Context: an optimization exercise on an open-source flow, tuned for small area. The choices shown serve that exercise and are no tape-out recipe. The RTL was checked by simulation tests, not by an equivalence proof against the original design. Power is estimated from default activity; no workload was simulated.

**flow/config.mk**
```make
export PLATFORM = sky130hd
export DESIGN_NAME = q100_core
export DESIGN_NICKNAME = q100_core
export VERILOG_FILES = /design/flow/design.v
export SDC_FILE = /design/flow/constraint.sdc
export NUM_CORES = 4
export LEC_CHECK = 0
export CAP_MARGIN = 20
export CORE_MARGIN = 2
export CORE_UTILIZATION = 40
export CTS_CLUSTER_DIAMETER = 90
export CTS_CLUSTER_SIZE = 26
export SLEW_MARGIN = 20
export SYNTH_HIERARCHICAL = 1
export SYNTH_MINIMUM_KEEP_SIZE = 0
```
**flow/constraint.sdc**
```tcl
create_clock -name core_clock -period 10.0 [get_ports {clk}]
set_input_delay 2.0000 -clock core_clock [delete_from_list [all_inputs] [get_ports {clk}]]
set_output_delay 2.0000 -clock core_clock [all_outputs]
set_load 0.01 [all_outputs]
```
**flow/run.sh**
```bash
#!/bin/bash
# synth_recipe.tcl (not shown) runs the flow's synth.tcl, then flattens the netlist and writes it again
# the make line also repeats each setting of config.mk as NAME=value (left out here)
make -C /OpenROAD-flow-scripts/flow DESIGN_CONFIG=/design/flow/config.mk WORK_HOME=/design/flow/orfs CLKGATE_MAP_FILE= SYNTH_SCRIPT=/design/flow/synth_recipe.tcl finish
```
**flow/design.v**
```verilog
module q100_multree(input [15:0] a, input [15:0] b, output [31:0] r0, output [31:0] r1);
wire [15:0] a_n = ~a;
wire one_n1;
wire two_n2;
wire neg3;
assign one_n1 = ~(b[0] ^ 1'b0);
assign two_n2 = ~((b[1] & ~b[0] & ~1'b0) | (~b[1] & b[0] & 1'b0));
assign neg3 = b[1];
wire m4;
q100_bsel u_m4(.one_n(one_n1), .aj_n(a_n[0]), .two_n(two_n2), .aj1_n(1'b1), .neg(neg3), .y(m4));
wire m5;
q100_bsel u_m5(.one_n(one_n1), .aj_n(a_n[1]), .two_n(two_n2), .aj1_n(a_n[0]), .neg(neg3), .y(m5));
wire m6;
q100_bsel u_m6(.one_n(one_n1), .aj_n(a_n[2]), .two_n(two_n2), .aj1_n(a_n[1]), .neg(neg3), .y(m6));
wire m7;
q100_bsel u_m7(.one_n(one_n1), .aj_n(a_n[3]), .two_n(two_n2), .aj1_n(a_n[2]), .neg(neg3), .y(m7));
wire m8;
q100_bsel u_m8(.one_n(one_n1), .aj_n(a_n[4]), .two_n(two_n2), .aj1_n(a_n[3]), .neg(neg3), .y(m8));
wire m9;
q100_bsel u_m9(.one_n(one_n1), .aj_n(a_n[5]), .two_n(two_n2), .aj1_n(a_n[4]), .neg(neg3), .y(m9));
wire m10;
q100_bsel u_m10(.one_n(one_n1), .aj_n(a_n[6]), .two_n(two_n2), .aj1_n(a_n[5]), .neg(neg3), .y(m10));
wire m11;
q100_bsel u_m11(.one_n(one_n1), .aj_n(a_n[7]), .two_n(two_n2), .aj1_n(a_n[6]), .neg(neg3), .y(m11));
wire m12;
q100_bsel u_m12(.one_n(one_n1), .aj_n(a_n[8]), .two_n(two_n2), .aj1_n(a_n[7]), .neg(neg3), .y(m12));
wire m13;
q100_bsel u_m13(.one_n(one_n1), .aj_n(a_n[9]), .two_n(two_n2), .aj1_n(a_n[8]), .neg(neg3), .y(m13));
wire m14;
q100_bsel u_m14(.one_n(one_n1), .aj_n(a_n[10]), .two_n(two_n2), .aj1_n(a_n[9]), .neg(neg3), .y(m14));
wire m15;
q100_bsel u_m15(.one_n(one_n1), .aj_n(a_n[11]), .two_n(two_n2), .aj1_n(a_n[10]), .neg(neg3), .y(m15));
wire m16;
q100_bsel u_m16(.one_n(one_n1), .aj_n(a_n[12]), .two_n(two_n2), .aj1_n(a_n[11]), .neg(neg3), .y(m16));
wire m17;
q100_bsel u_m17(.one_n(one_n1), .aj_n(a_n[13]), .two_n(two_n2), .aj1_n(a_n[12]), .neg(neg3), .y(m17));
wire m18;
q100_bsel u_m18(.one_n(one_n1), .aj_n(a_n[14]), .two_n(two_n2), .aj1_n(a_n[13]), .neg(neg3), .y(m18));
wire m19;
q100_bsel u_m19(.one_n(one_n1), .aj_n(a_n[15]), .two_n(two_n2), .aj1_n(a_n[14]), .neg(neg3), .y(m19));
wire m20;
q100_bsel u_m20(.one_n(one_n1), .aj_n(a_n[15]), .two_n(two_n2), .aj1_n(a_n[15]), .neg(neg3), .y(m20));
wire one_n21;
wire two_n22;
wire neg23;
assign one_n21 = ~(b[2] ^ b[1]);
assign two_n22 = ~((b[3] & ~b[2] & ~b[1]) | (~b[3] & b[2] & b[1]));
assign neg23 = b[3];
wire m24;
q100_bsel u_m24(.one_n(one_n21), .aj_n(a_n[0]), .two_n(two_n22), .aj1_n(1'b1), .neg(neg23), .y(m24));
wire m25;
q100_bsel u_m25(.one_n(one_n21), .aj_n(a_n[1]), .two_n(two_n22), .aj1_n(a_n[0]), .neg(neg23), .y(m25));
wire m26;
q100_bsel u_m26(.one_n(one_n21), .aj_n(a_n[2]), .two_n(two_n22), .aj1_n(a_n[1]), .neg(neg23), .y(m26));
wire m27;
q100_bsel u_m27(.one_n(one_n21), .aj_n(a_n[3]), .two_n(two_n22), .aj1_n(a_n[2]), .neg(neg23), .y(m27));
wire m28;
q100_bsel u_m28(.one_n(one_n21), .aj_n(a_n[4]), .two_n(two_n22), .aj1_n(a_n[3]), .neg(neg23), .y(m28));
wire m29;
q100_bsel u_m29(.one_n(one_n21), .aj_n(a_n[5]), .two_n(two_n22), .aj1_n(a_n[4]), .neg(neg23), .y(m29));
wire m30;
q100_bsel u_m30(.one_n(one_n21), .aj_n(a_n[6]), .two_n(two_n22), .aj1_n(a_n[5]), .neg(neg23), .y(m30));
wire m31;
q100_bsel u_m31(.one_n(one_n21), .aj_n(a_n[7]), .two_n(two_n22), .aj1_n(a_n[6]), .neg(neg23), .y(m31));
wire m32;
q100_bsel u_m32(.one_n(one_n21), .aj_n(a_n[8]), .two_n(two_n22), .aj1_n(a_n[7]), .neg(neg23), .y(m32));
wire m33;
q100_bsel u_m33(.one_n(one_n21), .aj_n(a_n[9]), .two_n(two_n22), .aj1_n(a_n[8]), .neg(neg23), .y(m33));
wire m34;
q100_bsel u_m34(.one_n(one_n21), .aj_n(a_n[10]), .two_n(two_n22), .aj1_n(a_n[9]), .neg(neg23), .y(m34));
wire m35;
q100_bsel u_m35(.one_n(one_n21), .aj_n(a_n[11]), .two_n(two_n22), .aj1_n(a_n[10]), .neg(neg23), .y(m35));
wire m36;
q100_bsel u_m36(.one_n(one_n21), .aj_n(a_n[12]), .two_n(two_n22), .aj1_n(a_n[11]), .neg(neg23), .y(m36));
wire m37;
q100_bsel u_m37(.one_n(one_n21), .aj_n(a_n[13]), .two_n(two_n22), .aj1_n(a_n[12]), .neg(neg23), .y(m37));
wire m38;
q100_bsel u_m38(.one_n(one_n21), .aj_n(a_n[14]), .two_n(two_n22), .aj1_n(a_n[13]), .neg(neg23), .y(m38));
wire m39;
q100_bsel u_m39(.one_n(one_n21), .aj_n(a_n[15]), .two_n(two_n22), .aj1_n(a_n[14]), .neg(neg23), .y(m39));
wire m40;
q100_bsel u_m40(.one_n(one_n21), .aj_n(a_n[15]), .two_n(two_n22), .aj1_n(a_n[15]), .neg(neg23), .y(m40));
wire one_n41;
wire two_n42;
wire neg43;
assign one_n41 = ~(b[4] ^ b[3]);
assign two_n42 = ~((b[5] & ~b[4] & ~b[3]) | (~b[5] & b[4] & b[3]));
assign neg43 = b[5];
wire m44;
q100_bsel u_m44(.one_n(one_n41), .aj_n(a_n[0]), .two_n(two_n42), .aj1_n(1'b1), .neg(neg43), .y(m44));
wire m45;
q100_bsel u_m45(.one_n(one_n41), .aj_n(a_n[1]), .two_n(two_n42), .aj1_n(a_n[0]), .neg(neg43), .y(m45));
wire m46;
q100_bsel u_m46(.one_n(one_n41), .aj_n(a_n[2]), .two_n(two_n42), .aj1_n(a_n[1]), .neg(neg43), .y(m46));
wire m47;
q100_bsel u_m47(.one_n(one_n41), .aj_n(a_n[3]), .two_n(two_n42), .aj1_n(a_n[2]), .neg(neg43), .y(m47));
wire m48;
q100_bsel u_m48(.one_n(one_n41), .aj_n(a_n[4]), .two_n(two_n42), .aj1_n(a_n[3]), .neg(neg43), .y(m48));
wire m49;
q100_bsel u_m49(.one_n(one_n41), .aj_n(a_n[5]), .two_n(two_n42), .aj1_n(a_n[4]), .neg(neg43), .y(m49));
wire m50;
q100_bsel u_m50(.one_n(one_n41), .aj_n(a_n[6]), .two_n(two_n42), .aj1_n(a_n[5]), .neg(neg43), .y(m50));
wire m51;
q100_bsel u_m51(.one_n(one_n41), .aj_n(a_n[7]), .two_n(two_n42), .aj1_n(a_n[6]), .neg(neg43), .y(m51));
wire m52;
q100_bsel u_m52(.one_n(one_n41), .aj_n(a_n[8]), .two_n(two_n42), .aj1_n(a_n[7]), .neg(neg43), .y(m52));
wire m53;
q100_bsel u_m53(.one_n(one_n41), .aj_n(a_n[9]), .two_n(two_n42), .aj1_n(a_n[8]), .neg(neg43), .y(m53));
wire m54;
q100_bsel u_m54(.one_n(one_n41), .aj_n(a_n[10]), .two_n(two_n42), .aj1_n(a_n[9]), .neg(neg43), .y(m54));
wire m55;
q100_bsel u_m55(.one_n(one_n41), .aj_n(a_n[11]), .two_n(two_n42), .aj1_n(a_n[10]), .neg(neg43), .y(m55));
wire m56;
q100_bsel u_m56(.one_n(one_n41), .aj_n(a_n[12]), .two_n(two_n42), .aj1_n(a_n[11]), .neg(neg43), .y(m56));
wire m57;
q100_bsel u_m57(.one_n(one_n41), .aj_n(a_n[13]), .two_n(two_n42), .aj1_n(a_n[12]), .neg(neg43), .y(m57));
wire m58;
q100_bsel u_m58(.one_n(one_n41), .aj_n(a_n[14]), .two_n(two_n42), .aj1_n(a_n[13]), .neg(neg43), .y(m58));
wire m59;
q100_bsel u_m59(.one_n(one_n41), .aj_n(a_n[15]), .two_n(two_n42), .aj1_n(a_n[14]), .neg(neg43), .y(m59));
wire m60;
q100_bsel u_m60(.one_n(one_n41), .aj_n(a_n[15]), .two_n(two_n42), .aj1_n(a_n[15]), .neg(neg43), .y(m60));
wire one_n61;
wire two_n62;
wire neg63;
assign one_n61 = ~(b[6] ^ b[5]);
assign two_n62 = ~((b[7] & ~b[6] & ~b[5]) | (~b[7] & b[6] & b[5]));
assign neg63 = b[7];
wire m64;
q100_bsel u_m64(.one_n(one_n61), .aj_n(a_n[0]), .two_n(two_n62), .aj1_n(1'b1), .neg(neg63), .y(m64));
wire m65;
q100_bsel u_m65(.one_n(one_n61), .aj_n(a_n[1]), .two_n(two_n62), .aj1_n(a_n[0]), .neg(neg63), .y(m65));
wire m66;
q100_bsel u_m66(.one_n(one_n61), .aj_n(a_n[2]), .two_n(two_n62), .aj1_n(a_n[1]), .neg(neg63), .y(m66));
wire m67;
q100_bsel u_m67(.one_n(one_n61), .aj_n(a_n[3]), .two_n(two_n62), .aj1_n(a_n[2]), .neg(neg63), .y(m67));
wire m68;
q100_bsel u_m68(.one_n(one_n61), .aj_n(a_n[4]), .two_n(two_n62), .aj1_n(a_n[3]), .neg(neg63), .y(m68));
wire m69;
q100_bsel u_m69(.one_n(one_n61), .aj_n(a_n[5]), .two_n(two_n62), .aj1_n(a_n[4]), .neg(neg63), .y(m69));
wire m70;
q100_bsel u_m70(.one_n(one_n61), .aj_n(a_n[6]), .two_n(two_n62), .aj1_n(a_n[5]), .neg(neg63), .y(m70));
wire m71;
q100_bsel u_m71(.one_n(one_n61), .aj_n(a_n[7]), .two_n(two_n62), .aj1_n(a_n[6]), .neg(neg63), .y(m71));
wire m72;
q100_bsel u_m72(.one_n(one_n61), .aj_n(a_n[8]), .two_n(two_n62), .aj1_n(a_n[7]), .neg(neg63), .y(m72));
wire m73;
q100_bsel u_m73(.one_n(one_n61), .aj_n(a_n[9]), .two_n(two_n62), .aj1_n(a_n[8]), .neg(neg63), .y(m73));
wire m74;
q100_bsel u_m74(.one_n(one_n61), .aj_n(a_n[10]), .two_n(two_n62), .aj1_n(a_n[9]), .neg(neg63), .y(m74));
wire m75;
q100_bsel u_m75(.one_n(one_n61), .aj_n(a_n[11]), .two_n(two_n62), .aj1_n(a_n[10]), .neg(neg63), .y(m75));
wire m76;
q100_bsel u_m76(.one_n(one_n61), .aj_n(a_n[12]), .two_n(two_n62), .aj1_n(a_n[11]), .neg(neg63), .y(m76));
wire m77;
q100_bsel u_m77(.one_n(one_n61), .aj_n(a_n[13]), .two_n(two_n62), .aj1_n(a_n[12]), .neg(neg63), .y(m77));
wire m78;
q100_bsel u_m78(.one_n(one_n61), .aj_n(a_n[14]), .two_n(two_n62), .aj1_n(a_n[13]), .neg(neg63), .y(m78));
wire m79;
q100_bsel u_m79(.one_n(one_n61), .aj_n(a_n[15]), .two_n(two_n62), .aj1_n(a_n[14]), .neg(neg63), .y(m79));
wire m80;
q100_bsel u_m80(.one_n(one_n61), .aj_n(a_n[15]), .two_n(two_n62), .aj1_n(a_n[15]), .neg(neg63), .y(m80));
wire one_n81;
wire two_n82;
wire neg83;
assign one_n81 = ~(b[8] ^ b[7]);
assign two_n82 = ~((b[9] & ~b[8] & ~b[7]) | (~b[9] & b[8] & b[7]));
assign neg83 = b[9];
wire m84;
q100_bsel u_m84(.one_n(one_n81), .aj_n(a_n[0]), .two_n(two_n82), .aj1_n(1'b1), .neg(neg83), .y(m84));
wire m85;
q100_bsel u_m85(.one_n(one_n81), .aj_n(a_n[1]), .two_n(two_n82), .aj1_n(a_n[0]), .neg(neg83), .y(m85));
wire m86;
q100_bsel u_m86(.one_n(one_n81), .aj_n(a_n[2]), .two_n(two_n82), .aj1_n(a_n[1]), .neg(neg83), .y(m86));
wire m87;
q100_bsel u_m87(.one_n(one_n81), .aj_n(a_n[3]), .two_n(two_n82), .aj1_n(a_n[2]), .neg(neg83), .y(m87));
wire m88;
q100_bsel u_m88(.one_n(one_n81), .aj_n(a_n[4]), .two_n(two_n82), .aj1_n(a_n[3]), .neg(neg83), .y(m88));
wire m89;
q100_bsel u_m89(.one_n(one_n81), .aj_n(a_n[5]), .two_n(two_n82), .aj1_n(a_n[4]), .neg(neg83), .y(m89));
wire m90;
q100_bsel u_m90(.one_n(one_n81), .aj_n(a_n[6]), .two_n(two_n82), .aj1_n(a_n[5]), .neg(neg83), .y(m90));
wire m91;
q100_bsel u_m91(.one_n(one_n81), .aj_n(a_n[7]), .two_n(two_n82), .aj1_n(a_n[6]), .neg(neg83), .y(m91));
wire m92;
q100_bsel u_m92(.one_n(one_n81), .aj_n(a_n[8]), .two_n(two_n82), .aj1_n(a_n[7]), .neg(neg83), .y(m92));
wire m93;
q100_bsel u_m93(.one_n(one_n81), .aj_n(a_n[9]), .two_n(two_n82), .aj1_n(a_n[8]), .neg(neg83), .y(m93));
wire m94;
q100_bsel u_m94(.one_n(one_n81), .aj_n(a_n[10]), .two_n(two_n82), .aj1_n(a_n[9]), .neg(neg83), .y(m94));
wire m95;
q100_bsel u_m95(.one_n(one_n81), .aj_n(a_n[11]), .two_n(two_n82), .aj1_n(a_n[10]), .neg(neg83), .y(m95));
wire m96;
q100_bsel u_m96(.one_n(one_n81), .aj_n(a_n[12]), .two_n(two_n82), .aj1_n(a_n[11]), .neg(neg83), .y(m96));
wire m97;
q100_bsel u_m97(.one_n(one_n81), .aj_n(a_n[13]), .two_n(two_n82), .aj1_n(a_n[12]), .neg(neg83), .y(m97));
wire m98;
q100_bsel u_m98(.one_n(one_n81), .aj_n(a_n[14]), .two_n(two_n82), .aj1_n(a_n[13]), .neg(neg83), .y(m98));
wire m99;
q100_bsel u_m99(.one_n(one_n81), .aj_n(a_n[15]), .two_n(two_n82), .aj1_n(a_n[14]), .neg(neg83), .y(m99));
wire m100;
q100_bsel u_m100(.one_n(one_n81), .aj_n(a_n[15]), .two_n(two_n82), .aj1_n(a_n[15]), .neg(neg83), .y(m100));
wire one_n101;
wire two_n102;
wire neg103;
assign one_n101 = ~(b[10] ^ b[9]);
assign two_n102 = ~((b[11] & ~b[10] & ~b[9]) | (~b[11] & b[10] & b[9]));
assign neg103 = b[11];
wire m104;
q100_bsel u_m104(.one_n(one_n101), .aj_n(a_n[0]), .two_n(two_n102), .aj1_n(1'b1), .neg(neg103), .y(m104));
wire m105;
q100_bsel u_m105(.one_n(one_n101), .aj_n(a_n[1]), .two_n(two_n102), .aj1_n(a_n[0]), .neg(neg103), .y(m105));
wire m106;
q100_bsel u_m106(.one_n(one_n101), .aj_n(a_n[2]), .two_n(two_n102), .aj1_n(a_n[1]), .neg(neg103), .y(m106));
wire m107;
q100_bsel u_m107(.one_n(one_n101), .aj_n(a_n[3]), .two_n(two_n102), .aj1_n(a_n[2]), .neg(neg103), .y(m107));
wire m108;
q100_bsel u_m108(.one_n(one_n101), .aj_n(a_n[4]), .two_n(two_n102), .aj1_n(a_n[3]), .neg(neg103), .y(m108));
wire m109;
q100_bsel u_m109(.one_n(one_n101), .aj_n(a_n[5]), .two_n(two_n102), .aj1_n(a_n[4]), .neg(neg103), .y(m109));
wire m110;
q100_bsel u_m110(.one_n(one_n101), .aj_n(a_n[6]), .two_n(two_n102), .aj1_n(a_n[5]), .neg(neg103), .y(m110));
wire m111;
q100_bsel u_m111(.one_n(one_n101), .aj_n(a_n[7]), .two_n(two_n102), .aj1_n(a_n[6]), .neg(neg103), .y(m111));
wire m112;
q100_bsel u_m112(.one_n(one_n101), .aj_n(a_n[8]), .two_n(two_n102), .aj1_n(a_n[7]), .neg(neg103), .y(m112));
wire m113;
q100_bsel u_m113(.one_n(one_n101), .aj_n(a_n[9]), .two_n(two_n102), .aj1_n(a_n[8]), .neg(neg103), .y(m113));
wire m114;
q100_bsel u_m114(.one_n(one_n101), .aj_n(a_n[10]), .two_n(two_n102), .aj1_n(a_n[9]), .neg(neg103), .y(m114));
wire m115;
q100_bsel u_m115(.one_n(one_n101), .aj_n(a_n[11]), .two_n(two_n102), .aj1_n(a_n[10]), .neg(neg103), .y(m115));
wire m116;
q100_bsel u_m116(.one_n(one_n101), .aj_n(a_n[12]), .two_n(two_n102), .aj1_n(a_n[11]), .neg(neg103), .y(m116));
wire m117;
q100_bsel u_m117(.one_n(one_n101), .aj_n(a_n[13]), .two_n(two_n102), .aj1_n(a_n[12]), .neg(neg103), .y(m117));
wire m118;
q100_bsel u_m118(.one_n(one_n101), .aj_n(a_n[14]), .two_n(two_n102), .aj1_n(a_n[13]), .neg(neg103), .y(m118));
wire m119;
q100_bsel u_m119(.one_n(one_n101), .aj_n(a_n[15]), .two_n(two_n102), .aj1_n(a_n[14]), .neg(neg103), .y(m119));
wire m120;
q100_bsel u_m120(.one_n(one_n101), .aj_n(a_n[15]), .two_n(two_n102), .aj1_n(a_n[15]), .neg(neg103), .y(m120));
wire one_n121;
wire two_n122;
wire neg123;
assign one_n121 = ~(b[12] ^ b[11]);
assign two_n122 = ~((b[13] & ~b[12] & ~b[11]) | (~b[13] & b[12] & b[11]));
assign neg123 = b[13];
wire m124;
q100_bsel u_m124(.one_n(one_n121), .aj_n(a_n[0]), .two_n(two_n122), .aj1_n(1'b1), .neg(neg123), .y(m124));
wire m125;
q100_bsel u_m125(.one_n(one_n121), .aj_n(a_n[1]), .two_n(two_n122), .aj1_n(a_n[0]), .neg(neg123), .y(m125));
wire m126;
q100_bsel u_m126(.one_n(one_n121), .aj_n(a_n[2]), .two_n(two_n122), .aj1_n(a_n[1]), .neg(neg123), .y(m126));
wire m127;
q100_bsel u_m127(.one_n(one_n121), .aj_n(a_n[3]), .two_n(two_n122), .aj1_n(a_n[2]), .neg(neg123), .y(m127));
wire m128;
q100_bsel u_m128(.one_n(one_n121), .aj_n(a_n[4]), .two_n(two_n122), .aj1_n(a_n[3]), .neg(neg123), .y(m128));
wire m129;
q100_bsel u_m129(.one_n(one_n121), .aj_n(a_n[5]), .two_n(two_n122), .aj1_n(a_n[4]), .neg(neg123), .y(m129));
wire m130;
q100_bsel u_m130(.one_n(one_n121), .aj_n(a_n[6]), .two_n(two_n122), .aj1_n(a_n[5]), .neg(neg123), .y(m130));
wire m131;
q100_bsel u_m131(.one_n(one_n121), .aj_n(a_n[7]), .two_n(two_n122), .aj1_n(a_n[6]), .neg(neg123), .y(m131));
wire m132;
q100_bsel u_m132(.one_n(one_n121), .aj_n(a_n[8]), .two_n(two_n122), .aj1_n(a_n[7]), .neg(neg123), .y(m132));
wire m133;
q100_bsel u_m133(.one_n(one_n121), .aj_n(a_n[9]), .two_n(two_n122), .aj1_n(a_n[8]), .neg(neg123), .y(m133));
wire m134;
q100_bsel u_m134(.one_n(one_n121), .aj_n(a_n[10]), .two_n(two_n122), .aj1_n(a_n[9]), .neg(neg123), .y(m134));
wire m135;
q100_bsel u_m135(.one_n(one_n121), .aj_n(a_n[11]), .two_n(two_n122), .aj1_n(a_n[10]), .neg(neg123), .y(m135));
wire m136;
q100_bsel u_m136(.one_n(one_n121), .aj_n(a_n[12]), .two_n(two_n122), .aj1_n(a_n[11]), .neg(neg123), .y(m136));
wire m137;
q100_bsel u_m137(.one_n(one_n121), .aj_n(a_n[13]), .two_n(two_n122), .aj1_n(a_n[12]), .neg(neg123), .y(m137));
wire m138;
q100_bsel u_m138(.one_n(one_n121), .aj_n(a_n[14]), .two_n(two_n122), .aj1_n(a_n[13]), .neg(neg123), .y(m138));
wire m139;
q100_bsel u_m139(.one_n(one_n121), .aj_n(a_n[15]), .two_n(two_n122), .aj1_n(a_n[14]), .neg(neg123), .y(m139));
wire m140;
q100_bsel u_m140(.one_n(one_n121), .aj_n(a_n[15]), .two_n(two_n122), .aj1_n(a_n[15]), .neg(neg123), .y(m140));
wire one_n141;
wire two_n142;
wire neg143;
assign one_n141 = ~(b[14] ^ b[13]);
assign two_n142 = ~((b[15] & ~b[14] & ~b[13]) | (~b[15] & b[14] & b[13]));
assign neg143 = b[15];
wire m144;
q100_bsel u_m144(.one_n(one_n141), .aj_n(a_n[0]), .two_n(two_n142), .aj1_n(1'b1), .neg(neg143), .y(m144));
wire m145;
q100_bsel u_m145(.one_n(one_n141), .aj_n(a_n[1]), .two_n(two_n142), .aj1_n(a_n[0]), .neg(neg143), .y(m145));
wire m146;
q100_bsel u_m146(.one_n(one_n141), .aj_n(a_n[2]), .two_n(two_n142), .aj1_n(a_n[1]), .neg(neg143), .y(m146));
wire m147;
q100_bsel u_m147(.one_n(one_n141), .aj_n(a_n[3]), .two_n(two_n142), .aj1_n(a_n[2]), .neg(neg143), .y(m147));
wire m148;
q100_bsel u_m148(.one_n(one_n141), .aj_n(a_n[4]), .two_n(two_n142), .aj1_n(a_n[3]), .neg(neg143), .y(m148));
wire m149;
q100_bsel u_m149(.one_n(one_n141), .aj_n(a_n[5]), .two_n(two_n142), .aj1_n(a_n[4]), .neg(neg143), .y(m149));
wire m150;
q100_bsel u_m150(.one_n(one_n141), .aj_n(a_n[6]), .two_n(two_n142), .aj1_n(a_n[5]), .neg(neg143), .y(m150));
wire m151;
q100_bsel u_m151(.one_n(one_n141), .aj_n(a_n[7]), .two_n(two_n142), .aj1_n(a_n[6]), .neg(neg143), .y(m151));
wire m152;
q100_bsel u_m152(.one_n(one_n141), .aj_n(a_n[8]), .two_n(two_n142), .aj1_n(a_n[7]), .neg(neg143), .y(m152));
wire m153;
q100_bsel u_m153(.one_n(one_n141), .aj_n(a_n[9]), .two_n(two_n142), .aj1_n(a_n[8]), .neg(neg143), .y(m153));
wire m154;
q100_bsel u_m154(.one_n(one_n141), .aj_n(a_n[10]), .two_n(two_n142), .aj1_n(a_n[9]), .neg(neg143), .y(m154));
wire m155;
q100_bsel u_m155(.one_n(one_n141), .aj_n(a_n[11]), .two_n(two_n142), .aj1_n(a_n[10]), .neg(neg143), .y(m155));
wire m156;
q100_bsel u_m156(.one_n(one_n141), .aj_n(a_n[12]), .two_n(two_n142), .aj1_n(a_n[11]), .neg(neg143), .y(m156));
wire m157;
q100_bsel u_m157(.one_n(one_n141), .aj_n(a_n[13]), .two_n(two_n142), .aj1_n(a_n[12]), .neg(neg143), .y(m157));
wire m158;
q100_bsel u_m158(.one_n(one_n141), .aj_n(a_n[14]), .two_n(two_n142), .aj1_n(a_n[13]), .neg(neg143), .y(m158));
wire m159;
q100_bsel u_m159(.one_n(one_n141), .aj_n(a_n[15]), .two_n(two_n142), .aj1_n(a_n[14]), .neg(neg143), .y(m159));
wire m160;
q100_bsel u_m160(.one_n(one_n141), .aj_n(a_n[15]), .two_n(two_n142), .aj1_n(a_n[15]), .neg(neg143), .y(m160));
wire m161;
wire m162;
assign m161 = m14 ^ m32;
assign m162 = m14 & m32;
wire m163;
wire m164;
assign m163 = m15 ^ m33;
assign m164 = m15 & m33;
wire m165;
wire m166;
q100_fa u_m165(.a(m16), .b(m34), .c(m52), .s(m165), .co(m166));
wire m167;
wire m168;
assign m167 = m70 ^ m88;
assign m168 = m70 & m88;
wire m169;
wire m170;
q100_fa u_m169(.a(m17), .b(m35), .c(m53), .s(m169), .co(m170));
wire m171;
wire m172;
assign m171 = m71 ^ m89;
assign m172 = m71 & m89;
wire m173;
wire m174;
q100_fa u_m173(.a(m18), .b(m36), .c(m54), .s(m173), .co(m174));
wire m175;
wire m176;
q100_fa u_m175(.a(m72), .b(m90), .c(m108), .s(m175), .co(m176));
wire m177;
wire m178;
assign m177 = m126 ^ m144;
assign m178 = m126 & m144;
wire m179;
wire m180;
q100_fa u_m179(.a(m19), .b(m37), .c(m55), .s(m179), .co(m180));
wire m181;
wire m182;
q100_fa u_m181(.a(m73), .b(m91), .c(m109), .s(m181), .co(m182));
wire m183;
wire m184;
assign m183 = m127 ^ m145;
assign m184 = m127 & m145;
wire m185;
wire m186;
assign m185 = m38 ^ m56;
assign m186 = m38 | m56;
wire m187;
wire m188;
q100_fa u_m187(.a(m74), .b(m92), .c(m110), .s(m187), .co(m188));
wire m189;
wire m190;
q100_fa u_m189(.a(~m20), .b(m128), .c(m146), .s(m189), .co(m190));
wire m191;
wire m192;
assign m191 = m39 ^ m57;
assign m192 = m39 | m57;
wire m193;
wire m194;
q100_fa u_m193(.a(m75), .b(m93), .c(m111), .s(m193), .co(m194));
wire m195;
wire m196;
assign m195 = m129 ^ m147;
assign m196 = m129 & m147;
wire m197;
wire m198;
q100_fa u_m197(.a(m58), .b(m76), .c(m94), .s(m197), .co(m198));
wire m199;
wire m200;
q100_fa u_m199(.a(m112), .b(m130), .c(m148), .s(m199), .co(m200));
wire m201;
wire m202;
assign m201 = m59 ^ m77;
assign m202 = m59 | m77;
wire m203;
wire m204;
assign m203 = m95 ^ m113;
assign m204 = m95 & m113;
wire m205;
wire m206;
q100_fa u_m205(.a(m78), .b(m96), .c(m114), .s(m205), .co(m206));
wire m207;
wire m208;
assign m207 = m79 ^ m97;
assign m208 = m79 & m97;
wire m209;
wire m210;
assign m209 = m10 ^ m28;
assign m210 = m10 & m28;
wire m211;
wire m212;
assign m211 = m11 ^ m29;
assign m212 = m11 & m29;
wire m213;
wire m214;
q100_fa u_m213(.a(m12), .b(m30), .c(m48), .s(m213), .co(m214));
wire m215;
wire m216;
assign m215 = m66 ^ m84;
assign m216 = m66 & m84;
wire m217;
wire m218;
q100_fa u_m217(.a(m13), .b(m31), .c(m49), .s(m217), .co(m218));
wire m219;
wire m220;
assign m219 = m67 ^ m85;
assign m220 = m67 & m85;
wire m221;
wire m222;
q100_fa u_m221(.a(m50), .b(m68), .c(m86), .s(m221), .co(m222));
wire m223;
wire m224;
q100_fa u_m223(.a(m104), .b(neg103), .c(m161), .s(m223), .co(m224));
wire m225;
wire m226;
q100_fa u_m225(.a(m51), .b(m69), .c(m87), .s(m225), .co(m226));
wire m227;
wire m228;
q100_fa u_m227(.a(m105), .b(m162), .c(m163), .s(m227), .co(m228));
wire m229;
wire m230;
q100_fa u_m229(.a(m106), .b(m124), .c(neg123), .s(m229), .co(m230));
wire m231;
wire m232;
q100_fa u_m231(.a(m164), .b(m165), .c(m167), .s(m231), .co(m232));
wire m233;
wire m234;
q100_fa u_m233(.a(m107), .b(m125), .c(m166), .s(m233), .co(m234));
wire m235;
wire m236;
q100_fa u_m235(.a(m168), .b(m169), .c(m171), .s(m235), .co(m236));
wire m237;
wire m238;
q100_fa u_m237(.a(neg143), .b(m170), .c(m172), .s(m237), .co(m238));
wire m239;
wire m240;
q100_fa u_m239(.a(m173), .b(m175), .c(m177), .s(m239), .co(m240));
wire m241;
wire m242;
q100_fa u_m241(.a(m174), .b(m176), .c(m178), .s(m241), .co(m242));
wire m243;
wire m244;
q100_fa u_m243(.a(m179), .b(m181), .c(m183), .s(m243), .co(m244));
wire m245;
wire m246;
q100_fa u_m245(.a(m180), .b(m182), .c(m184), .s(m245), .co(m246));
wire m247;
wire m248;
q100_fa u_m247(.a(~m185), .b(m187), .c(m189), .s(m247), .co(m248));
wire m249;
wire m250;
q100_fa u_m249(.a(m186), .b(m188), .c(m190), .s(m249), .co(m250));
wire m251;
wire m252;
q100_fa u_m251(.a(~m191), .b(m193), .c(m195), .s(m251), .co(m252));
wire m253;
wire m254;
q100_fa u_m253(.a(m192), .b(m194), .c(m196), .s(m253), .co(m254));
wire m255;
wire m256;
q100_fa u_m255(.a(~m40), .b(m197), .c(m199), .s(m255), .co(m256));
wire m257;
wire m258;
q100_fa u_m257(.a(m131), .b(m149), .c(m198), .s(m257), .co(m258));
wire m259;
wire m260;
q100_fa u_m259(.a(m200), .b(~m201), .c(m203), .s(m259), .co(m260));
wire m261;
wire m262;
q100_fa u_m261(.a(m132), .b(m150), .c(m202), .s(m261), .co(m262));
wire m263;
wire m264;
q100_fa u_m263(.a(~m60), .b(m204), .c(m205), .s(m263), .co(m264));
wire m265;
wire m266;
assign m265 = m115 ^ m133;
assign m266 = m115 | m133;
wire m267;
wire m268;
q100_fa u_m267(.a(m151), .b(m206), .c(m207), .s(m267), .co(m268));
wire m269;
wire m270;
q100_fa u_m269(.a(m98), .b(m116), .c(m134), .s(m269), .co(m270));
wire m271;
wire m272;
q100_fa u_m271(.a(~m80), .b(m152), .c(m208), .s(m271), .co(m272));
wire m273;
wire m274;
assign m273 = m99 ^ m117;
assign m274 = m99 | m117;
wire m275;
wire m276;
assign m275 = m135 ^ m153;
assign m276 = m135 & m153;
wire m277;
wire m278;
q100_fa u_m277(.a(m118), .b(m136), .c(m154), .s(m277), .co(m278));
wire m279;
wire m280;
assign m279 = m119 ^ m137;
assign m280 = m119 & m137;
wire m281;
wire m282;
assign m281 = m8 ^ m26;
assign m282 = m8 & m26;
wire m283;
wire m284;
assign m283 = m9 ^ m27;
assign m284 = m9 & m27;
wire m285;
wire m286;
q100_fa u_m285(.a(m46), .b(m64), .c(neg63), .s(m285), .co(m286));
wire m287;
wire m288;
q100_fa u_m287(.a(m47), .b(m65), .c(m210), .s(m287), .co(m288));
wire m289;
wire m290;
q100_fa u_m289(.a(neg83), .b(m212), .c(m213), .s(m289), .co(m290));
wire m291;
wire m292;
q100_fa u_m291(.a(m214), .b(m216), .c(m217), .s(m291), .co(m292));
wire m293;
wire m294;
q100_fa u_m293(.a(m218), .b(m220), .c(m221), .s(m293), .co(m294));
wire m295;
wire m296;
q100_fa u_m295(.a(m222), .b(m224), .c(m225), .s(m295), .co(m296));
wire m297;
wire m298;
q100_fa u_m297(.a(m226), .b(m228), .c(m229), .s(m297), .co(m298));
wire m299;
wire m300;
q100_fa u_m299(.a(m230), .b(m232), .c(m233), .s(m299), .co(m300));
wire m301;
wire m302;
q100_fa u_m301(.a(m234), .b(m236), .c(m237), .s(m301), .co(m302));
wire m303;
wire m304;
q100_fa u_m303(.a(m238), .b(m240), .c(m241), .s(m303), .co(m304));
wire m305;
wire m306;
q100_fa u_m305(.a(m242), .b(m244), .c(m245), .s(m305), .co(m306));
wire m307;
wire m308;
q100_fa u_m307(.a(m246), .b(m248), .c(m249), .s(m307), .co(m308));
wire m309;
wire m310;
q100_fa u_m309(.a(m250), .b(m252), .c(m253), .s(m309), .co(m310));
wire m311;
wire m312;
q100_fa u_m311(.a(m254), .b(m256), .c(m257), .s(m311), .co(m312));
wire m313;
wire m314;
q100_fa u_m313(.a(m258), .b(m260), .c(m261), .s(m313), .co(m314));
wire m315;
wire m316;
q100_fa u_m315(.a(m262), .b(m264), .c(m267), .s(m315), .co(m316));
wire m317;
wire m318;
q100_fa u_m317(.a(m266), .b(m268), .c(m269), .s(m317), .co(m318));
wire m319;
wire m320;
q100_fa u_m319(.a(m270), .b(m272), .c(m275), .s(m319), .co(m320));
wire m321;
wire m322;
q100_fa u_m321(.a(m274), .b(m276), .c(m277), .s(m321), .co(m322));
wire m323;
wire m324;
assign m323 = m155 ^ m278;
assign m324 = m155 | m278;
wire m325;
wire m326;
q100_fa u_m325(.a(m138), .b(m156), .c(m280), .s(m325), .co(m326));
wire m327;
wire m328;
assign m327 = m139 ^ m157;
assign m328 = m139 & m157;
wire m329;
wire m330;
assign m329 = m6 ^ m24;
assign m330 = m6 & m24;
wire m331;
wire m332;
assign m331 = m7 ^ m25;
assign m332 = m7 & m25;
wire m333;
wire m334;
q100_fa u_m333(.a(m44), .b(neg43), .c(m281), .s(m333), .co(m334));
wire m335;
wire m336;
q100_fa u_m335(.a(m45), .b(m282), .c(m283), .s(m335), .co(m336));
wire m337;
wire m338;
q100_fa u_m337(.a(m209), .b(m284), .c(m285), .s(m337), .co(m338));
wire m339;
wire m340;
q100_fa u_m339(.a(m211), .b(m286), .c(m287), .s(m339), .co(m340));
wire m341;
wire m342;
q100_fa u_m341(.a(m215), .b(m288), .c(m289), .s(m341), .co(m342));
wire m343;
wire m344;
q100_fa u_m343(.a(m219), .b(m290), .c(m291), .s(m343), .co(m344));
wire m345;
wire m346;
q100_fa u_m345(.a(m223), .b(m292), .c(m293), .s(m345), .co(m346));
wire m347;
wire m348;
q100_fa u_m347(.a(m227), .b(m294), .c(m295), .s(m347), .co(m348));
wire m349;
wire m350;
q100_fa u_m349(.a(m231), .b(m296), .c(m297), .s(m349), .co(m350));
wire m351;
wire m352;
q100_fa u_m351(.a(m235), .b(m298), .c(m299), .s(m351), .co(m352));
wire m353;
wire m354;
q100_fa u_m353(.a(m239), .b(m300), .c(m301), .s(m353), .co(m354));
wire m355;
wire m356;
q100_fa u_m355(.a(m243), .b(m302), .c(m303), .s(m355), .co(m356));
wire m357;
wire m358;
q100_fa u_m357(.a(m247), .b(m304), .c(m305), .s(m357), .co(m358));
wire m359;
wire m360;
q100_fa u_m359(.a(m251), .b(m306), .c(m307), .s(m359), .co(m360));
wire m361;
wire m362;
q100_fa u_m361(.a(m255), .b(m308), .c(m309), .s(m361), .co(m362));
wire m363;
wire m364;
q100_fa u_m363(.a(m259), .b(m310), .c(m311), .s(m363), .co(m364));
wire m365;
wire m366;
q100_fa u_m365(.a(m263), .b(m312), .c(m313), .s(m365), .co(m366));
wire m367;
wire m368;
q100_fa u_m367(.a(~m265), .b(m314), .c(m315), .s(m367), .co(m368));
wire m369;
wire m370;
q100_fa u_m369(.a(m271), .b(m316), .c(m317), .s(m369), .co(m370));
wire m371;
wire m372;
q100_fa u_m371(.a(~m273), .b(m318), .c(m319), .s(m371), .co(m372));
wire m373;
wire m374;
q100_fa u_m373(.a(~m100), .b(m320), .c(m321), .s(m373), .co(m374));
wire m375;
wire m376;
q100_fa u_m375(.a(m279), .b(m322), .c(~m323), .s(m375), .co(m376));
wire m377;
wire m378;
q100_fa u_m377(.a(~m120), .b(m324), .c(m325), .s(m377), .co(m378));
wire m379;
wire m380;
assign m379 = m326 ^ m327;
assign m380 = m326 | m327;
wire m381;
wire m382;
q100_fa u_m381(.a(~m140), .b(m158), .c(m328), .s(m381), .co(m382));
assign r0 = {1'b1, ~m160, m382, m380, m378, m376, m374, m372, m370, m368, m366, m364, m362, m360, m358, m356, m354, m352, m350, m348, m346, m344, m342, m340, m338, m336, m334, m332, m330, neg23, m5, m4};
assign r1 = {1'b0, m159, ~m159, m381, ~m379, m377, m375, m373, m371, m369, m367, m365, m363, m361, m359, m357, m355, m353, m351, m349, m347, m345, m343, m341, m339, m337, m335, m333, m331, m329, 1'b0, neg3};
endmodule
module q100_bsel(input one_n, input aj_n, input two_n, input aj1_n, input neg, output y);
wire m;
q100_oai22 u_sel(.a1(one_n), .b1(aj_n), .a2(two_n), .b2(aj1_n), .y(m));
q100_xor2 u_neg(.a(m), .b(neg), .y(y));
endmodule
module q100_oai22(input a1, input b1, input a2, input b2, output y);
assign y = ~((a1 | b1) & (a2 | b2));
endmodule
module q100_xor2(input a, input b, output y);
assign y = a ^ b;
endmodule
module q100_fa(input a, input b, input c, output s, output co);
assign s = a ^ b ^ c;
assign co = (a & b) | (a & c) | (b & c);
endmodule
module q100_rdport(
    input  [32:0]      sel,     
    input  [33*32-1:0] d,       
    output [31:0]      y
);
genvar b, k;
generate
    for (b = 0; b < 32; b++) begin : g_bit
        wire [10:0] t;
        for (k = 0; k < 11; k++) begin : g_grp
            q100_aoi222 u_aoi(
                .a1(sel[3*k]),   .b1(d[32*(3*k)   + b]),
                .a2(sel[3*k+1]), .b2(d[32*(3*k+1) + b]),
                .a3(sel[3*k+2]), .b3(d[32*(3*k+2) + b]),
                .y(t[k]));
        end
        q100_nand11 u_or(.a(t), .y(y[b]));
    end
endgenerate
endmodule
module q100_aoi222(input a1, input b1, input a2, input b2, input a3, input b3, output y);
assign y = ~((a1 & b1) | (a2 & b2) | (a3 & b3));
endmodule
module q100_nand11(input [10:0] a, output y);
assign y = ~&a;
endmodule
module q100_core
(
    input clk,
    input rst,
    output [12-1:0] itcm_addr_o,
    input  [32-1:0] itcm_din_i,
    output [17-1:0] dtcm_addr_o,
    output [4-1:0]       dtcm_we_o,
    output [32-1:0] dtcm_dout_o,
    input  [32-1:0] dtcm_din_i,
    output                        done_intr_o
);
localparam [6:0] OP_LUI   = 7'b0110111;
localparam [6:0] OP_AUIPC = 7'b0010111;
localparam [6:0] OP_JAL   = 7'b1101111;
localparam [6:0] OP_JALR  = 7'b1100111;
localparam [6:0] OP_BR    = 7'b1100011;
localparam [6:0] OP_LD    = 7'b0000011;
localparam [6:0] OP_ST    = 7'b0100011;
localparam [6:0] OP_IMM   = 7'b0010011;
localparam [6:0] OP_OP    = 7'b0110011;
localparam [6:0] OP_SYS   = 7'b1110011;
logic [31:0] pc, pc_d, instr_d;           
logic [31:0] d_ins, d_pc;                 
logic [31:0] e_ins, e_pc;                 
logic [31:0] e_xa, e_xb;                  
logic        e_bub;                       
logic        x_vld;                       
logic [31:0] x_tgt;
logic [2:0]  x_bd;
logic [31:0] x_res, x_rs2v;
logic        x_wb, x_ld, x_we0, x_we1, x_we23, x_csrw, x_csrv;
logic        f_ax, f_aw, f_bx, f_bw;     
logic [4:0]  x_rd;
logic        m_wb, m_ld, m_csrw, m_csrv;  
logic [31:0] m_res;
logic [4:0]  m_rd;
logic [31:0] rf [1:31];
logic        done;
logic keep;
wire [31:0] fa = x_vld ? x_tgt : pc;
assign itcm_addr_o = fa[12-1:0];
wire [31:0] fa4;
wire [32:2] inc_c;
assign fa4[1:0] = fa[1:0];
assign inc_c[2] = 1'b1;
generate
    for (genvar i = 2; i < 32; i++) begin : g_inc
        q100_ha u_ha(.a(fa[i]), .b(inc_c[i]), .s(fa4[i]), .co(inc_c[i + 1]));
    end
endgenerate
always_ff @(posedge clk) begin
    if (rst) pc <= 0;
    else if (!(keep | done)) pc <= fa4;
    pc_d <= fa;
    if (rst || pc_d != pc) instr_d <= itcm_din_i;
end
wire [31:0] instr = (pc_d == pc) ? instr_d : itcm_din_i;
always_ff @(posedge clk) begin
    if (rst) d_ins <= 0;
    else if (!keep) d_ins <= instr;
    if (!keep) d_pc <= pc_d;
end
function automatic logic rs1_none(input logic [6:0] op);
    rs1_none = (op == OP_LUI) | (op == OP_AUIPC) | (op == OP_JAL);
endfunction
function automatic logic rs2_none(input logic [6:0] op);
    rs2_none = (op == OP_LUI) | (op == OP_AUIPC) | (op == OP_JAL) | (op == OP_JALR) |
               (op == OP_LD) | (op == OP_IMM) | (op == OP_SYS);
endfunction
wire [4:0] d_rs1 = rs1_none(d_ins[6:0]) ? 5'd0 : d_ins[19:15];
wire [4:0] d_rs2 = rs2_none(d_ins[6:0]) ? 5'd0 : d_ins[24:20];
wire [6:0] e_opr = e_ins[6:0];
assign keep = !e_bub & (e_opr == OP_LD) & ((e_ins[11:7] == d_rs1) | (e_ins[11:7] == d_rs2));
wire [31:0] w_res = m_ld ? dtcm_din_i : m_res;
wire d_auipc = (d_ins[6:0] == OP_AUIPC);
wire fd_a = m_wb & (d_rs1 == m_rd);
wire fd_b = m_wb & (d_rs2 == m_rd);
logic [32:0] sel_a, sel_b;
logic [33*32-1:0] rd_in;
always_comb begin
    sel_a[0]  = d_auipc;
    sel_a[32] = fd_a & !d_auipc;
    sel_b[0]  = 1'b0;
    sel_b[32] = fd_b;
    rd_in[31:0] = d_pc;
    rd_in[32*32 +: 32] = w_res;
    for (int i = 1; i < 32; i++) begin
        sel_a[i] = (d_rs1 == i) & !fd_a & !d_auipc;
        sel_b[i] = (d_rs2 == i) & !fd_b;
        rd_in[32*i +: 32] = rf[i];
    end
end
wire [31:0] rd_a, rd_b;
q100_rdport u_rda(.sel(sel_a), .d(rd_in), .y(rd_a));
q100_rdport u_rdb(.sel(sel_b), .d(rd_in), .y(rd_b));
always_ff @(posedge clk) begin
    e_ins <= d_ins;
    e_pc  <= d_pc;
    e_bub <= keep;
    e_xa  <= rd_a;
    e_xb  <= rd_b;
end
wire v = !e_bub;
wire is_lui   = v & (e_opr == OP_LUI);
wire is_auipc = v & (e_opr == OP_AUIPC);
wire is_jal   = v & (e_opr == OP_JAL);
wire is_jalr  = v & (e_opr == OP_JALR);
wire is_br    = v & (e_opr == OP_BR);
wire is_ld    = v & (e_opr == OP_LD);
wire is_st    = v & (e_opr == OP_ST);
wire is_imm   = v & (e_opr == OP_IMM);
wire is_op    = v & (e_opr == OP_OP);
wire is_sys   = v & (e_opr == OP_SYS);
wire [2:0] f3  = e_ins[14:12];
wire       f70 = e_ins[25];
wire       f75 = e_ins[30];
wire [4:0] e_rs1  = (v & !rs1_none(e_opr)) ? e_ins[19:15] : 5'd0;
wire [4:0] e_rs2  = (v & !rs2_none(e_opr)) ? e_ins[24:20] : 5'd0;
wire [4:0] e_rd   = v ? e_ins[11:7] : 5'd0;
wire [31:0] imm_i = {{20{e_ins[31]}}, e_ins[31:20]};
wire [31:0] imm_s = {{20{e_ins[31]}}, e_ins[31:25], e_ins[11:7]};
wire [31:0] imm_b = {{20{e_ins[31]}}, e_ins[7], e_ins[30:25], e_ins[11:8], 1'b0};
wire [31:0] imm_u = {e_ins[31:12], 12'h0};
wire [31:0] imm_j = {{12{e_ins[31]}}, e_ins[19:12], e_ins[20], e_ins[30:21], 1'b0};
wire e_regwr = is_ld | is_imm | is_op | is_auipc | is_lui;
always_ff @(posedge clk) begin
    f_ax <= !keep & e_regwr & (e_rd != 0) & (e_rd == d_rs1);
    f_aw <= !keep & x_wb & (x_rd != 0) & (e_rd != d_rs1) & (x_rd == d_rs1);
    f_bx <= !keep & e_regwr & (e_rd != 0) & (e_rd == d_rs2);
    f_bw <= !keep & x_wb & (x_rd != 0) & (e_rd != d_rs2) & (x_rd == d_rs2);
end
wire [31:0] porta = f_ax ? x_res : f_aw ? w_res : e_xa;
wire [31:0] rs2v  = f_bx ? x_res : f_bw ? w_res : e_xb;
wire b_imm = is_imm | is_lui | is_auipc | is_ld | is_st;
wire [31:0] portb = !b_imm ? rs2v :
                    (is_lui | is_auipc) ? imm_u :
                    is_st ? imm_s : imm_i;
wire arith = is_imm | is_op;
wire op_mul = is_op & (f3 == 3'b000) & f70;
wire op_sub = is_op & (f3 == 3'b000) & !f70 & f75;
wire op_lt  = arith & (f3 == 3'b010);
wire op_ltu = arith & (f3 == 3'b011);
wire op_xor = arith & (f3 == 3'b100);
wire op_or  = arith & (f3 == 3'b110);
wire op_and = arith & (f3 == 3'b111);
wire op_sll = arith & (f3 == 3'b001);
wire op_sr  = arith & (f3 == 3'b101);
wire op_add = !(op_mul | op_sub | op_lt | op_ltu | op_xor | op_or | op_and | op_sll | op_sr | is_lui);
wire [31:0] mr0, mr1;
q100_multree u_mul(.a(porta[15:0]), .b(portb[15:0]), .r0(mr0), .r1(mr1));
wire [31:0] add_a = op_mul ? mr0 : porta;
wire [31:0] add_b = op_mul ? mr1 : op_sub ? ~portb : portb;
wire [31:0] sum = add_a + add_b + {31'd0, op_sub};
wire [32:0] diff = {1'b0, porta} + {1'b0, ~portb} + 33'd1;
wire ltu = !diff[32];
wire lts = (porta[31] ^ portb[31]) ? porta[31] : ltu;
wire eq  = (porta == portb);
wire        sh_left = (f3 == 3'b001);
wire        sh_fill = f75 & porta[31];
logic [31:0] sh_st [0:5];
assign sh_st[0] = porta;
generate
    for (genvar k = 0; k < 5; k++) begin : g_sh
        localparam int K = 1 << k;
        localparam bit P = k % 2;           
        wire s_n = !portb[k];
        wire s_r = portb[k] & !sh_left;
        wire s_l = portb[k] & sh_left;
        for (genvar i = 0; i < 32; i++) begin : g_b
            wire xr = (i + K <= 31) ? sh_st[k][(i + K) % 32] : (sh_fill ^ P);
            wire xl = (i - K >= 0)  ? sh_st[k][(i - K + 32) % 32] : P;
            q100_aoi222 u_m(.a1(s_n), .b1(sh_st[k][i]), .a2(s_r), .b2(xr), .a3(s_l), .b3(xl),
                            .y(sh_st[k + 1][i]));
        end
    end
endgenerate
wire [31:0] sh_out = ~sh_st[5];
wire lu11 = op_and | op_or | is_lui;
wire lu10 = op_or | op_xor;
wire lu01 = op_or | op_xor | is_lui;
logic [31:0] logic_res;
always_comb
    for (int i = 0; i < 32; i++)
        logic_res[i] = porta[i] ? (portb[i] ? lu11 : lu10) : (portb[i] ? lu01 : 1'b0);
wire [31:0] alu_res = ({32{op_add | op_sub | op_mul}} & sum) |
                      ({32{op_lt}}  & {31'd0, lts}) |
                      ({32{op_ltu}} & {31'd0, ltu}) |
                      logic_res |
                      ({32{op_sll | op_sr}} & sh_out);
logic br_take;
always_comb begin
    case (f3)
        3'b000: br_take = eq;
        3'b001: br_take = !eq;
        3'b100: br_take = lts;
        3'b101: br_take = !lts;
        3'b110: br_take = ltu;
        3'b111: br_take = !ltu;
        default: br_take = 1'b0;
    endcase
end
wire branch_en = is_jal | is_jalr | (is_br & br_take);
wire cancel = |x_bd;
wire [31:0] tgt_imm = (e_opr == OP_JAL) ? imm_j : (e_opr == OP_BR) ? imm_b : imm_i;
wire [31:0] tgt = ((e_opr == OP_JALR) ? porta : e_pc) + tgt_imm;
always_ff @(posedge clk) begin
    x_vld   <= branch_en;
    x_tgt   <= tgt;
    x_bd    <= {x_bd[1:0], branch_en};
    x_res   <= alu_res;
    x_rs2v  <= rs2v;
    x_rd    <= e_rd;
    x_wb    <= (is_lui | is_auipc | is_jal | is_jalr | is_ld | is_imm | is_op) & !cancel;
    x_ld    <= is_ld;
    x_we0   <= is_st & !cancel;
    x_we1   <= is_st & !cancel & (f3 != 3'b000);
    x_we23  <= is_st & !cancel & (f3 == 3'b010);
    x_csrw  <= is_sys & !cancel & (e_ins[31:20] == 12'd0);
    x_csrv  <= ((f3 == 3'b001) | (f3 == 3'b010) | (f3 == 3'b011)) ? e_xa[0] : e_ins[15];
end
assign dtcm_addr_o = x_res[17-1:0];
assign dtcm_dout_o = x_rs2v;
assign dtcm_we_o   = {x_we23, x_we23, x_we1, x_we0};
always_ff @(posedge clk) begin
    m_wb   <= x_wb;
    m_res  <= x_res;
    m_ld   <= x_ld;
    m_rd   <= x_rd;
    m_csrw <= x_csrw;
    m_csrv <= x_csrv;
end
wire [31:0] rf_wdata = rst ? 32'd0 : w_res;
generate
    for (genvar i = 1; i < 32; i++) begin : g_rf
        always_ff @(posedge clk)
            if (rst | (m_wb & (m_rd == i))) rf[i] <= rf_wdata;
    end
endgenerate
always_ff @(posedge clk)
    if (rst) done <= 1'b0;
    else if (m_csrw) done <= m_csrv;
assign done_intr_o = done;
endmodule
module q100_ha(input a, input b, output s, output co);
assign s = a ^ b;
assign co = a & b;
endmodule
```
==> impl_summary.txt, run 1 <==
----------------------------------------------------
[Outcome]
  Result of the run ... complete, no violations

[Critical path]
  Count of buffering cells on the critical path with inverters included ... 3
  Number of cells traversed by the worst register-to-register path ... 26
  WP depth ... 27
  Master of the slowest instance on the critical path ... sky130_fd_sc_hd__xnor2_1
  Maximum cell stage delay along the critical path ... ~0.9 ns
  Worst r2r dst ... x_res[28]
  Largest fanout on the critical path ... 10
  End of the critical path ... x_res[28]
  Reg2Reg Launch Point ... m_ld
  Crit path top cell by count ... sky130_fd_sc_hd__fa_1
  Worst Setup SP ... dtcm_din_i[6]
  Category of cells accounting for the largest share of critical-path delay ... compound AO/OA/AOI/OAI gates
  Arrival time at the worst endpoint ... about 9.8 ns
  Nature of the critical path endpoint ... flop
  Worst Path Required ... around 11 ns
  Critical path class ... in -> reg
  Worst R2R Setup Slack ... around 1.4 ns
  Type of origin of the critical path ... input port

[STA]
  Final worst hold slack ... approximately 0.34 ns
  Final setup violating endpoints ... 0
  Worst Clk Skew ... around 0.06 ns
  Minimum setup slack in the final design ... around 0.80 ns
  Final Hold Violating Endpoints ... 0
  Post-layout min period ... 9.20 ns
  Final TNS setup ... 0 ns
  Max_slew headroom ... 0.158
  Max Clk Rate ... between 100 and 150 MHz
  Final count of pins violating max slew ... 0
  Period utilization ... 0.920
  Transition time at the pin with the least slew margin ... roughly 1.3 ns
  RSZ-0062 raised after global routing ... no

[Routing]
  Average wire per standard cell ... 35.7 um
  Post-route ant nets ... 0
  Vias ... 55000
  DRC errors left ... 0
  Ratio of routed vias to standard cells ... around 7.0
  First-pass detailed-route iteration total ... 14
  Detailed Route WL ... 279000 um
  DRC marker count from the first detailed-route iteration ... between 10000 and 15000

[Power]
  Combinational Power Share ... 0.486
  Static Leakage ... between 20 and 30 nW
  Clock power share ... 0.147
  VDD IR-drop max ... roughly 0.28 mV
  Internal power ... about 14 mW
  PwrDens ... a little over 300 nW/um2
  Sequential share of power ... 0.367
  Net switching component of the power ... 9.98 mW
  Net switching fraction of the power ... 0.423
  Post-route total power ... between 20 and 25 mW

[Flow run]
  Number of violations of the max-capacitance limit ... 0

[Placed design]
  Post-detailed-placement cell area ... ~74000 um2
  DPL Wire Length ... 181000 um
  GP Congestion ... about 1
  Count of buffers from port buffering ... about 130
  Post-Place Cells ... roughly 7700
  Pre-CTS setup slack ... 0.290 ns

[Logic synthesis]
  Netlist cell types ... 89
  Area share of the largest cell type after synthesis ... 0.466
  Register bit count reported by yosys ... roughly 1400
  Top cells by area, synth ... sky130_fd_sc_hd__edfxtp_1 47%, sky130_fd_sc_hd__a222oi_1 13%, sky130_fd_sc_hd__dfxtp_1 11%
  Count leader, synth ... sky130_fd_sc_hd__edfxtp_1
  Synthesized cell area ... 68000 um2
  Largest area contributor in the synthesized netlist ... sky130_fd_sc_hd__edfxtp_1
  Gate count after technology mapping ... ~5300
  EDFF count, synth ... approximately 1100
  Per-instance average area after synthesis ... 12.9 um2
  Warning count from the yosys run ... 11
  Sequential share of the synthesized area ... 0.579
  Async set-or-reset flop fraction in the synthesized netlist ... 0
  Top cells by count, synth ... 1056 x sky130_fd_sc_hd__edfxtp_1, 864 x sky130_fd_sc_hd__a222oi_1, 386 x sky130_fd_sc_hd__nor2_1, 382 x sky130_fd_sc_hd__dfxtp_1, 226 x sky130_fd_sc_hd__a21oi_1
  Primary flip-flop cell chosen by synthesis mapping ... sky130_fd_sc_hd__edfxtp_1

[Hold path]
  Worst min path class ... reg -> reg

[Floorplan]
  I/O pin count ... roughly 130
  Starting Density ... 0.402
  Std cell rows ... between 150 and 200
  Area of the core region ... roughly 170000 um2
  Chip Width ... 416 um
  Vert. Die Dim ... ~420 um
  Die area ... between 150000 and 200000 um2

[Global routing]
  Via count of the first global-routing pass ... 51800
  Wire length of the first global-routing pass ... 389000 um
  Combined global-route utilization of all metal layers ... 0.310
  Maximum number of pins on one net before global-route repair ... between 90 and 100
  Gr ovfl total ... 0
  Antenna violations before repair ... 26

[Final layout]
  # fillers ... 15300
  Syn-to-layout area delta ... 11.8%
  Core utilization of the finished layout ... 0.450
  Share of post-route cells with drive strength above 1 ... 0.102
  Layout Cell Area excl Fill ... ~76000 um2
  Cell Count, Final, Fillers Out ... 7813
  Final Net Count ... 5830

[Clock network]
  Clock slew at the register clock pins of the worst setup and hold paths ... 0.09 ns
  Resized Gates After CTS ... 0
  Root buffer cell ... sky130_fd_sc_hd__clkbuf_16
  Deepest level of the CTS H-tree ... 3
  Clock latency reported for the late side of the worst-skew pair ... around 0.75 ns
  Clock tree sinks ... 1438
  Number of buffers inserted by post-CTS setup repair ... 0
  Clock tree from TritonCTS ... yes
  Post-CTS Hold Fix Bufs ... 0
  Bufs on Longest Clock Path ... 3
  TritonCTS buffer count ... 70

----------------------------------------------------
[power groups by stage]
stage	registers [mW]	clock network, mW	logic [mW]
finish	8.66	3.47	11.5
global route	8.74	3.70	12.5
detailed placement	8.76	0	11.1
floorplan	8.44	0	9.12
CTS	8.62	3.49	11.2
global placement	8.71	0	11.1
[layer usage]
metal	global-route usage	vias up	share of wire
met5	0	-	0.00052
met4	0.160	20	0.059
met3	0.0781	776	0.13
met2	0.490	4239	0.45
met1	0.394	27200	0.36
li1	-	22700	-
[Yosys stat by module, one instance, submodules excluded, excerpt]
| module | cell area, um2 | flip-flops and latches |
|---|---|---|
| q100_ha | 12.5 | 0 |
| q100_aoi222 | 10.0 | 0 |
| q100_fa | 20.0 | 0 |
| q100_core | 52500 | 1438 |
| q100_multree | 1190 | 0 |
| q100_oai22 | 6.26 | 0 |
| q100_nand11 | 23.8 | 0 |
| q100_xor2 | 8.76 | 0 |
[cells by family (layout without fill, tap and decap cells)]
group	count (synthesis)	after routing	share of synthesized area
buffers and inverters	445	709	0.0306
AND/OR/NAND/NOR	1003	1003	0.0726
adder cells (fa/ha/maj)	235	235	0.0528
AO/OA/AOI/OAI	1690	1690	0.204
multiplexers	181	181	0.0276
other	4	84	0.000221
flip-flops	1438	1438	0.579
XOR/XNOR	255	255	0.0328
[how the worst min path moves through the flow]
stage,start,end,slack [ns],depth (start not counted)
4_1_cts,x_csrw,m_csrw,0.34,0
3_3_place_gp,x_csrv,m_csrv,0.31,0
6_report,x_csrw,m_csrw,0.34,0
2_1_floorplan,x_csrv,m_csrv,0.31,0
3_5_place_dp,x_csrw,m_csrw,0.31,0
5_1_grt,x_csrw,m_csrw,0.35,0
[worst register-to-register path, cell delays in order (launching register included)]
cell and delay, ns:
sky130_fd_sc_hd__dfxtp_2 0.94, sky130_fd_sc_hd__mux2i_1 0.34, sky130_fd_sc_hd__nand2_1 0.07, sky130_fd_sc_hd__o21ai_0 0.08
sky130_fd_sc_hd__o21ai_0 0.10, sky130_fd_sc_hd__buf_4 0.21, sky130_fd_sc_hd__a22oi_1 0.51, sky130_fd_sc_hd__inv_1 0.30
sky130_fd_sc_hd__xnor2_1 0.90, sky130_fd_sc_hd__o22ai_1 0.21, sky130_fd_sc_hd__xor2_1 0.21, sky130_fd_sc_hd__fa_1 0.51
sky130_fd_sc_hd__fa_1 0.43, sky130_fd_sc_hd__fa_1 0.55, sky130_fd_sc_hd__fa_1 0.42, sky130_fd_sc_hd__o22ai_1 0.18
sky130_fd_sc_hd__a21oi_1 0.08, sky130_fd_sc_hd__ha_1 0.40, sky130_fd_sc_hd__and4_1 0.22, sky130_fd_sc_hd__and2_1 0.19
sky130_fd_sc_hd__o31ai_1 0.31, sky130_fd_sc_hd__nor2_1 0.12, sky130_fd_sc_hd__a221oi_2 0.45, sky130_fd_sc_hd__o21ai_1 0.26
sky130_fd_sc_hd__a21oi_1 0.22, sky130_fd_sc_hd__mux2i_1 0.20, sky130_fd_sc_hd__o21ai_1 0.07
[flip-flops by register name, indices dropped and copies added, names as in the netlist, 5 cells and up]
register,count
d_ins,32
d_pc,32
e_ins,32
e_pc,32
e_xa,32
e_xb,32
instr_d,32
m_rd,5
m_res,32
pc,32
pc_d,32
rf,992
x_rd,5
x_res,32
x_rs2v,32
x_tgt,32
[cell usage in the layout, fill, tap and decap left out, drive strengths merged, types with 148 or more instances in the layout]
cell    netlist  layout
ha          148     148
a21oi       228     228
buf         133     263
nand4       150     150
inv         186     194
o22ai       161     161
nor2        387     387
a222oi      864     864
dfxtp       382     382
edfxtp     1056    1056
xor2        193     193
[final cells by class]
cell class                 instances  area [um2]  share of cell area
sequential                      1438       39400               0.518
multi-input combinational       3439       27600               0.363
timing repair buffer             393        3300              0.0435
tap                             2218        2780              0.0365
clock buffer                     111        1950              0.0256
inverter                         187         702             0.00923
clock inverter                    18         297             0.00390
antenna                            9        22.5            0.000296
==> run 2, diff against run 1 <==
--- a/flow/config.mk
+++ b/flow/config.mk
@@ -10,4 +10,4 @@
 export CORE_UTILIZATION = 40
-export CTS_CLUSTER_DIAMETER = 90
-export CTS_CLUSTER_SIZE = 26
+export CTS_CLUSTER_DIAMETER = 100
+export CTS_CLUSTER_SIZE = 28
 export SLEW_MARGIN = 20
==> run 2 against run 1 <==
First-iteration DRC count fell by 1.1%. Global-route usage fell by 0.18 points. Largest cell class unchanged. Final cell count fell by 0.29%. Sequential cell count did not move. Non-clock buffer count did not move. Area after synthesis did not move. Power fell by 1.2%. Core utilization fell by 0.20 points. Clock skew fell by 0.0060 ns. Die area did not move. Still clean on timing, DRC and antenna. Worst hold slack barely moved.
==> impl_summary.txt, run 2 <==
----------------------------------------------------
[Outcome]
  Result of the run ... complete, no violations

[Clock network]
  Number of buffers inserted by post-CTS setup repair ... 0
  TritonCTS buffer count ... 61

[STA]
  Final worst hold slack ... about 0.34 ns
  Final Hold Violating Endpoints ... 0
  RSZ-0062 raised after global routing ... no
  Period utilization ... 0.917
  Max_slew headroom ... 0.180

[Critical path]
  Critical path class ... in -> reg
  Worst r2r dst ... x_res[28]
  Arrival time at the worst endpoint ... ~10 ns
  Largest fanout on the critical path ... 10
  Nature of the critical path endpoint ... flop

[Logic synthesis]
  Register bit count reported by yosys ... 1438
  Gate count after technology mapping ... around 5300
  Async set-or-reset flop fraction in the synthesized netlist ... 0
  Sequential share of the synthesized area ... 0.579
  Per-instance average area after synthesis ... 12.9 um2
  Netlist cell types ... about 90
  Main combinational cell family by area after synthesis ... compound AO/OA/AOI/OAI gates
  Largest area contributor in the synthesized netlist ... sky130_fd_sc_hd__edfxtp_1
  Count leader, synth ... sky130_fd_sc_hd__edfxtp_1

[Hold path]
  Worst Hold Depth ... 0

[Placed design]
  GP Congestion ... ~1

[Routing]
  Ratio of routed vias to standard cells ... ~7.0
  Vias ... 54800
  Post-route ant nets ... 0
  DRC marker count from the first detailed-route iteration ... between 10000 and 15000

[Final layout]
  Number of flip-flops in the largest register ... 992
  Syn-to-layout area delta ... 11.3%

[Floorplan]
  Starting Density ... 0.402
  Std cell rows ... ~150
  Area of the core region ... 169000 um2
  Vert. Die Dim ... approximately 420 um

----------------------------------------------------
==> run 2: cell counts after synthesis <==
No cell type changed its count.
==> run 2: worst max-delay path, cell delays in order <==
cell and delay [ns]:
sky130_fd_sc_hd__clkdlybuf4s50_1 0.42, sky130_fd_sc_hd__mux2i_1 0.18, sky130_fd_sc_hd__nand2_1 0.07, sky130_fd_sc_hd__o21ai_0 0.08
sky130_fd_sc_hd__o21ai_0 0.10, sky130_fd_sc_hd__buf_4 0.21, sky130_fd_sc_hd__a22oi_1 0.53, sky130_fd_sc_hd__inv_1 0.31
sky130_fd_sc_hd__xnor2_1 0.91, sky130_fd_sc_hd__o22ai_1 0.21, sky130_fd_sc_hd__xor2_1 0.21, sky130_fd_sc_hd__fa_1 0.51
sky130_fd_sc_hd__fa_1 0.43, sky130_fd_sc_hd__fa_1 0.56, sky130_fd_sc_hd__fa_1 0.42, sky130_fd_sc_hd__o22ai_1 0.19
sky130_fd_sc_hd__a21oi_1 0.08, sky130_fd_sc_hd__ha_1 0.40, sky130_fd_sc_hd__and4_1 0.22, sky130_fd_sc_hd__and2_1 0.19
sky130_fd_sc_hd__o31ai_1 0.30, sky130_fd_sc_hd__nor2_1 0.10, sky130_fd_sc_hd__a221oi_2 0.44, sky130_fd_sc_hd__o21ai_1 0.24
sky130_fd_sc_hd__a21oi_1 0.22, sky130_fd_sc_hd__mux2i_1 0.20, sky130_fd_sc_hd__o21ai_1 0.07
==> run 2: how the worst max path moves through the flow <==
stage	slack, ns	depth (start not counted)	endpoint
floorplan	0.05	27	x_res[28]
global placement	0.26	27	x_res[28]
detailed placement	0.29	27	x_res[28]
CTS	1.03	27	x_res[28]
global route	0.49	27	x_res[28]
finish	0.83	27	x_res[28]
==> run 2: through the flow <==
stage	total power [mW]	area (um2)	setup WS (ns)
floorplan	17.6	68300	0.0460
global placement	19.8	73600	0.262
detailed placement	19.8	73600	0.290
CTS	23.1	75600	1.03
global route	24.6	75700	0.490
finish	23.3	75700	0.834
==> run 2: Yosys stat by module (local to each module, per instance), excerpt <==
| module | area (um2) | copies in the design | cells | flops+latches |
|---|---|---|---|---|
| q100_ha | 12.5 | 30 | 1 | 0 |
| q100_oai22 | 6.26 | 136 | 1 | 0 |
| q100_multree | 1190 | 1 | 173 | 0 |
| q100_core | 52500 | 1 | 3572 | 1438 |
| q100_fa | 20.0 | 84 | 1 | 0 |
| q100_nand11 | 23.8 | 64 | 4 | 0 |
| q100_aoi222 | 10.0 | 864 | 1 | 0 |
| q100_xor2 | 8.76 | 136 | 1 | 0 |
==> run 2: layer usage <==
metal | vias to the layer above | track usage | share of wire | routed length (um)
li1 | 22700 | - | - | -
met1 | 27100 | 0.391 | 0.36 | 100000
met2 | 4142 | 0.484 | 0.45 | 125000
met3 | 808 | 0.0774 | 0.13 | 35600
met4 | 8 | 0.168 | 0.064 | 17900
met5 | - | 0 | 0.00020 | 57
==> run 2: cells by family after synthesis <==
logic type | after synthesis
compound gates | 1690
flops | 1438
simple gates | 1003
buf+inv | 445
xor+xnor | 255
fa+ha+maj | 235
mux | 181
other cells | 4
==> run 2: cell type report <==
cell class | count | area share
clock buffer | 102 | 0.0223
tap | 2218 | 0.0367
clock inverter | 13 | 0.00327
sequential | 1438 | 0.520
inverter | 187 | 0.00927
timing repair buffer | 393 | 0.0436
multi-input combinational | 3439 | 0.365
==> run 2: where the power goes <==
part           total, mW  switching, mW  internal (mW)
clock               3.19           1.96           1.24
combinational       11.5           7.18           4.30
sequential          8.66          0.766           7.90
total               23.3           9.91           13.4

[what the ideal ports hide]
Ports are ideal in the flow. The routed layouts listed here were re-timed in OpenROAD. Step 1 sets driving cells, clkbuf_16 on the clock port and buf_2 on the other inputs (assumed; they add their load-dependent delay and slew). Step 2 adds t to the input delays and takes it off the output delays; t is the mean of the earliest and latest rising clock arrival at the registers after step 1. Input paths then give back, and output paths get back, about the clock's delay inside the block. Three values: no drivers, after step 1, after step 2; two values: the first two.
run | t, ns | setup slack, ns | cell pins on the clock port's net
run 1 | 0.805 | 0.801 / 0.864 / 0.059 | 1
run 2 | 0.839 | 0.834 / 0.899 / 0.061 | 1
After both steps every run listed still meets setup and hold. The setup slack of run 2, which loses most, moves by +0.065 ns with the drivers and by -0.773 ns with both steps.
